This design comes from an exercise in tuning for small area on the open sky130 flow, not from production work.
Function was checked by simulation only, so behaviour that the tests miss may differ from the original.

// AluTop
module AluTop
(
	input  logic        Clock,
	input  logic [3:0]  Operation,
	input  logic [4:0]  InFlags,
	input  logic [5:0]  InImm,
	input  logic [15:0] InSrc,
	input  logic [15:0] InDest,
	output logic [15:0] OutDest,
	output logic [4:0]  OutFlags
);
For scale: roughly 1,400 cells after synthesis, ~14,000 um^2 of cells after synthesis.
==> flow/config.mk <==
export PLATFORM = sky130hd
export DESIGN_NAME = AluTop
export DESIGN_NICKNAME = AluTop
export VERILOG_FILES = /design/flow/design.v
export SDC_FILE = /design/flow/constraint.sdc
export NUM_CORES = 4
export LEC_CHECK = 0
export CAP_MARGIN = 20
export CORE_MARGIN = 2
export CORE_UTILIZATION = 40
export SLEW_MARGIN = 20
==> flow/constraint.sdc <==
create_clock -name core_clock -period 34.0 [get_ports {Clock}]
set_input_delay 6.8000 -clock core_clock [delete_from_list [all_inputs] [get_ports {Clock}]]
set_output_delay 6.8000 -clock core_clock [all_outputs]
set_load 0.01 [all_outputs]
standard.sh (not shown) runs the stock make flow with config.mk's settings and CLKGATE_MAP_FILE= SYNTH_SCRIPT=/design/flow/synth_recipe.tcl, a recipe that flattens the netlist after the stock synthesis.
==> flow/flow/run.sh <==
#!/bin/bash
# Layout flow: the standard layout (standard.sh) with an area-oriented
# synthesis in front of it.
#  2. the same ORFS synthesis run with flow/my_synth.tcl: Yosys's synth
#     without its quick ABC pass, so that the full adders written in the RTL
#     are extracted as written, and the final ABC mapping with
#     flow/abc_area.script (area-oriented standard-cell mapping).
#  3. flow/regnames.py gives that netlist's flip-flops the standard names
#     (paired by the net on their Q pin); if anything does not pair one to
#     one, the standard netlist is kept.
#  4. standard.sh finish on the chosen netlist.
# Each tool's output goes to a log file of its own in the work folder.
set -uo pipefail
W=$(pwd)
F=$W/flow
R=$W/orfs/results/$FLOW_PLATFORM/AluTop/base
A=$W/area/results/$FLOW_PLATFORM/AluTop/base

bash standard.sh synth > "$W/log_1_standard_synth.txt" 2>&1 || exit 1
cp "$R/1_2_yosys.v" "$W/standard_1_2_yosys.v"

MY_ABC_SCRIPT=$F/abc_area.script bash standard.sh SYNTH_SCRIPT=$F/my_synth.tcl WORK_HOME=$W/area synth \
	> "$W/log_2_area_synth.txt" 2>&1
if [[ -f $A/1_2_yosys.v ]] && python3 "$F/regnames.py" "$W/standard_1_2_yosys.v" "$A/1_2_yosys.v" \
	"$W/area_1_2_yosys.v" > "$W/log_3_regnames.txt" 2>&1; then
	cp "$W/area_1_2_yosys.v" "$R/1_2_yosys.v"
	touch "$R/1_2_yosys.v"
	echo "using the area synthesis" >> "$W/log_3_regnames.txt"
else
	echo "using the standard synthesis" >> "$W/log_3_regnames.txt"
fi

bash standard.sh > "$W/log_4_layout.txt" 2>&1
==> flow/flow/my_synth.tcl <==
# The standard flow's synthesis script with three changes: Yosys's synth runs without its
# quick ABC pass (so that full adders are found in the logic as written), the
# flip-flops are frozen once they carry their register names, and the final
# ABC mapping uses the script named by MY_ABC_SCRIPT.
proc synth {args} { yosys synth -nofsm -noshare -noabc {*}$args }
proc renames {args} {
  yosys rename {*}$args
  yosys setattr -set keep 1 t:*DFF* t:*dff*
}
# Only full adders: a half adder cell is no smaller than its XOR and AND.
proc extract_fa {args} { yosys extract_fa -fa }
proc abc {args} {
  set i [lsearch -exact $args -script]
  if { $i >= 0 && [info exists ::env(MY_ABC_SCRIPT)] } {
    set args [lreplace $args [expr {$i + 1}] [expr {$i + 1}] $::env(MY_ABC_SCRIPT)]
  }
  yosys abc {*}$args
}
source $::env(SCRIPTS_DIR)/synth.tcl
# left out here: clear keep_hierarchy
setattr -unset keep
# left out here: flatten, clean up, hide names made inside functions, write 1_2_yosys.v
Other scripts of this flow, unchanged in this note and not shown: flow/flow/abc_area.script, flow/flow/regnames.py
The starting point passed the timing, design-rule and antenna checks.
==> next run, changes <==
--- a/flow/flow/run.sh
+++ b/flow/flow/run.sh
@@ -11 +11,2 @@
-#  4. standard.sh finish on the chosen netlist.
+#  4. standard.sh finish on the chosen netlist, with a buf_1 as the buffer
+#     that every input and output port gets.
@@ -33 +34 @@
-bash standard.sh > "$W/log_4_layout.txt" 2>&1
+bash standard.sh "BUFFER_PORTS_ARGS=-buffer_cell sky130_fd_sc_hd__buf_1" finish > "$W/log_4_layout.txt" 2>&1
==> flow/flow/my_synth.tcl (replaced) <==
# The standard flow's synthesis script with three changes: Yosys's synth runs without its
# quick ABC pass (so that full adders are found in the logic as written),
# only full adders are extracted, and the final ABC mapping uses the script
# named by MY_ABC_SCRIPT.
proc synth {args} { yosys synth -nofsm -noshare -noabc {*}$args }
# Only full adders: a half adder cell is no smaller than its XOR and AND.
proc extract_fa {args} { yosys extract_fa -fa }
proc abc {args} {
  set i [lsearch -exact $args -script]
  if { $i >= 0 && [info exists ::env(MY_ABC_SCRIPT)] } {
    set args [lreplace $args [expr {$i + 1}] [expr {$i + 1}] $::env(MY_ABC_SCRIPT)]
  }
  yosys abc {*}$args
}
source $::env(SCRIPTS_DIR)/synth.tcl
# left out here: clear keep_hierarchy, flatten, clean up, hide names made inside functions, write 1_2_yosys.v
--- a/flow/config.mk
+++ b/flow/config.mk
@@ -8 +8 @@
-export CAP_MARGIN = 20
+export CAP_MARGIN = 0
@@ -10,2 +10,4 @@
-export CORE_UTILIZATION = 40
-export SLEW_MARGIN = 20
+export CORE_UTILIZATION = 65
+export CTS_BUF_LIST = sky130_fd_sc_hd__clkbuf_8
+export CTS_CLUSTER_SIZE = 20
+export SLEW_MARGIN = 0
Design area falls by 5.5%. Non-clock buffer count is lower by 10. Critical path depth does not change. Routed wire length drops by 6.7%. Worst hold slack gains 0.0041 ns. Area after synthesis stays the same.

afterwards: timing with drivers on the ports:
Ports are ideal in the flow. The routed layouts listed here were re-timed in OpenROAD.
Step 1, drivers: a clkbuf_16 drives Clock and a buf_2 each remaining input, both assumed.
Step 2 moves the port delays by t, midway between the first and last clock arrival at a register: inputs arrive t later, outputs are due t later. That takes back most of the time a late clock gives input paths.
Slacks: ideal / step 1 / step 2; pairs: ideal / step 1.
run	t (ns)	slack for setup (ns)	slew at the worst register clock pin (ns)	worst data-port slew with drivers (ns)
the first run	0.376	1.259 / 1.225 / 1.600	0.08 / 0.08	0.05
the second run	0.393	1.120 / 1.088 / 1.480	0.10 / 0.10	0.06
After both steps every run listed still meets setup and hold.
